Context: an optimization exercise on an open-source flow, tuned for small area. The choices shown serve that exercise and are no tape-out recipe.
The RTL was checked by simulation tests, not by an equivalence proof against the original design.
Power and IR drop assume default switching activity.

## v6
## danmaku_engine
module danmaku_engine(
    input wire clk,
    input wire rst,
    input wire tick,
    input wire key_valid,
    input wire [7:0] key_code,
    input wire [2:0] rnd,
    input wire [3:0] rd_sel,
    output wire [1:0] game_state,
    output wire [8:0] bird_y,
    output wire [2:0] bird_state,
    output wire [1:0] bird_anim,
    output wire [31:0] score_bcd,
    output reg [22:0] rd_data
    );
Size: about 1800 cells after synthesis, roughly 90 I/O pins, ~17000 sq um of cells after synthesis.
export LEC_CHECK = 0
export ABC_AREA = 1
export CAP_MARGIN = 0
export CORE_MARGIN = 2
export CORE_UTILIZATION = 40
export GPL_TIMING_DRIVEN = 0
export PLACE_DENSITY = 0.6
export SLEW_MARGIN = 0
create_clock -name core_clock -period 60.0 [get_ports {clk}]
standard.sh (not shown) runs the stock make flow with config.mk's settings and CLKGATE_MAP_FILE= SYNTH_SCRIPT=/design/flow/synth_recipe.tcl, a recipe that flattens the netlist after the stock synthesis.
==> flow/flow/run.sh <==
#!/bin/bash
# The standard ORFS layout (standard.sh) with these changes:
#  - synthesis maps the logic with an area-oriented ABC script
#    (flow/abc_area.script, used through ABC_AREA=1); everything else in
#    synthesis, and so every register, is as in the standard synthesis;
#  - adders are left to ABC (no ADDER_MAP_FILE half/full-adder cells);
#  - ports are buffered with buf_1 cells;
#  - the clock tree is built from clkbuf_8 cells without dummy loads.
# make's output goes to standard.log; ORFS keeps each tool's log under
# orfs/logs.
set -euo pipefail
here=$(pwd)
rm -rf "$here/scripts_mod"
cp -r "$FLOW_HOME/scripts" "$here/scripts_mod"
cp "$here/flow/abc_area.script" "$here/scripts_mod/abc_area.script"
export SCRIPTS_DIR="$here/scripts_mod"
export ADDER_MAP_FILE=""
export BUFFER_PORTS_ARGS="-buffer_cell sky130_fd_sc_hd__buf_1"
export CTS_ARGS="-sink_clustering_enable -repair_clock_nets -dont_use_dummy_load -buf_list sky130_fd_sc_hd__clkbuf_8 -root_buf sky130_fd_sc_hd__clkbuf_8 -sink_clustering_size 16 -sink_clustering_max_diameter 60"
bash standard.sh > standard.log 2>&1
==> flow/flow/abc_area.script <==
strash
&get -n
&deepsyn -T 30
&dch -f
&nf -R 1000 -p -a
&put
topo
stime -c
v6 reached the end of the flow, and the finished layout is clean on the timing, DRC and antenna checks.
diff inputs: v6 => v7
# v6
export LEC_CHECK = 0
export ABC_AREA = 1
export CAP_MARGIN = 0
export CORE_MARGIN = 2
export CORE_UTILIZATION = 40
export GPL_TIMING_DRIVEN = 0
export PLACE_DENSITY = 0.6
export SLEW_MARGIN = 0
create_clock -name core_clock -period 60.0 [get_ports {clk}]
# v7
export LEC_CHECK = 0
export ABC_AREA = 1
export CAP_MARGIN = 20
export CORE_MARGIN = 2
export CORE_UTILIZATION = 40
export GPL_TIMING_DRIVEN = 0
export PLACE_DENSITY = 0.6
export SLEW_MARGIN = 20
create_clock -name core_clock -period 60.0 [get_ports {clk}]
### Flow results
v7 falls short of v6 in setup slack.
The lower first-pass GRT wire length of v7 and v6 is in v7.
The post-synthesis simple-gate area fraction of v6 and that of v7 are within noise of each other.


Another version of the RTL of danmaku_engine (not shown whole).
Size: roughly 2700 cells after synthesis, about 460 flip-flops, about 90 I/O pins, about 0.022 mm² of cells after synthesis.
// danmaku_engine
module danmaku_engine(
    input wire clk,
    input wire rst,
    input wire tick,
    input wire key_valid,
    input wire [7:0] key_code,
    input wire [2:0] rnd,
    input wire [3:0] rd_sel,
    output wire [1:0] game_state,
    output wire [8:0] bird_y,
    output wire [2:0] bird_state,
    output wire [1:0] bird_anim,
    output wire [31:0] score_bcd,
    output reg [22:0] rd_data
    );
    localparam
        GAME_INITIAL = 2'd0,
        GAME_PLAYING = 2'd1,
        GAME_OVER    = 2'd2;
    localparam TW = 29;    
    localparam BW = 26;    
    reg [2:0] step;        
    reg fresh;             
    reg [2:0] ph6, ph7;    
    wire t_pass = tick | (step <= 3'd5);
    wire b_pass = tick | (step != 3'd7);
    wire upd    = ~tick & (step == 3'd6);
    wire sweep  = ~tick & (step == 3'd7);
    wire clear  = rst | (fresh & ~tick);
    always @ (posedge clk) begin
        if (rst) begin
            step <= 3'd7;
            fresh <= 1'b1;
            ph6 <= 3'd0;
            ph7 <= 3'd0;
        end
        else begin
            if (tick) begin
                step <= 3'd1;
                fresh <= 1'b0;
            end
            else if (step != 3'd7)
                step <= step + 3'd1;
            ph6 <= (ph6 == 3'd5) ? 3'd0 : ph6 + 3'd1;
            ph7 <= (ph7 == 3'd6) ? 3'd0 : ph7 + 3'd1;
        end
    end
    reg [2:0] rnd_q;
    reg key_q, up_q, down_q, esc_q;
    wire [2:0] rnd_f = tick ? rnd : rnd_q;
    always @ (posedge clk) begin
        rnd_q <= rnd_f;
        if (tick) begin
            key_q  <= key_valid;
            up_q   <= key_valid && (key_code == 8'h75);
            down_q <= key_valid && (key_code == 8'h72);
            esc_q  <= key_valid && (key_code == 8'h76);
        end
    end
    reg game_over;
    game_state game_state_handler (
        .clk(clk),
        .reset(rst),
        .upd(upd),
        .start_game(key_q),
        .game_over(game_over),
        .restart(esc_q),
        .state(game_state)
    );
    wire g_init = (game_state == GAME_INITIAL);
    wire g_play = (game_state == GAME_PLAYING);
    bird bird_instance (
        .clk(clk),
        .reset(rst),
        .upd(upd),
        .rst(g_init),
  ...
==> flow/config.mk <==
export PLATFORM = sky130hd
export DESIGN_NAME = danmaku_engine
export DESIGN_NICKNAME = danmaku_engine
export VERILOG_FILES = /design/flow/design.v
export SDC_FILE = /design/flow/constraint.sdc
export NUM_CORES = 4
export LEC_CHECK = 0
export ABC_AREA = 1
export CAP_MARGIN = 20
export CORE_MARGIN = 2
export CORE_UTILIZATION = 40
export PLACE_DENSITY = 0.6
export SLEW_MARGIN = 20
==> flow/constraint.sdc <==
create_clock -name core_clock -period 60.0 [get_ports {clk}]
set_input_delay 12.0000 -clock core_clock [delete_from_list [all_inputs] [get_ports {clk}]]
set_output_delay 12.0000 -clock core_clock [all_outputs]
set_load 0.01 [all_outputs]
==> flow/flow/run.sh <==
#!/bin/bash
# Standard ORFS layout, with smaller port buffers and a clock tree of
# clkbuf_4 cells without dummy loads. Each tool's output is kept in
# standard.log (make and ORFS) and ORFS's own logs under orfs/logs.
set -euo pipefail
export BUFFER_PORTS_ARGS="-buffer_cell sky130_fd_sc_hd__buf_1"
export CTS_ARGS="-sink_clustering_enable -repair_clock_nets -dont_use_dummy_load -buf_list sky130_fd_sc_hd__clkbuf_4 -root_buf sky130_fd_sc_hd__clkbuf_8 -sink_clustering_size 10 -sink_clustering_max_diameter 40"
bash standard.sh > standard.log 2>&1
==> next run, changes <==
==> flow/flow/run.sh (replaced) <==
#!/bin/bash
# Standard ORFS layout, with smaller port buffers and a clock tree of
# clkbuf_8 cells without dummy loads. Each tool's output is kept in
# standard.log (make and ORFS) and ORFS's own logs under orfs/logs.
set -euo pipefail
export BUFFER_PORTS_ARGS="-buffer_cell sky130_fd_sc_hd__buf_1"
export CTS_ARGS="-sink_clustering_enable -repair_clock_nets -dont_use_dummy_load -buf_list sky130_fd_sc_hd__clkbuf_8 -root_buf sky130_fd_sc_hd__clkbuf_8 -sink_clustering_size 16 -sink_clustering_max_diameter 60"
bash standard.sh > standard.log 2>&1
=> Power decreases by 0.77%; die area does not change; sequential power is about the same; first-iteration DRC count came out higher by 7.4%; count of clock-buffer cells in the layout goes down by 31; area after synthesis stays the same; final area barely changes; worst hold slack gains 0.0088 ns; wire length is lower by 0.50%; final cell count goes down by 0.95%.

[static timing again, ports no longer ideal]
How much do the figures lean on ideal ports? The routed layouts below were timed once more, with nothing changed but the port constraints. Step 1, drivers: a clkbuf_16 drives clk and a buf_2 each remaining input, both assumed. Step 2 also shifts input and output timing later by t, the mid clock arrival at the registers, as if the neighbouring blocks saw the same clock. Slacks: no drivers / after step 1 / after step 2; pairs: no drivers / after step 1.
| run | t, ns | setup WS [ns] | worst setup path after step 2 | worst data-port slew with drivers (ns) |
|---|---|---|---|---|
| v6 | 0.631 | 31.475 / 31.452 / 31.452 | input to output | 0.04 |
| v7 | 0.625 | 31.456 / 31.427 / 31.427 | input to output | 0.04 |
| the first run of note 2 | 0.681 | 29.046 / 28.989 / 28.989 | input to output | 0.07 |
| the second run of note 2 | 0.670 | 29.045 / 28.988 / 28.988 | input to output | 0.07 |
After both steps every run listed still meets setup and hold.
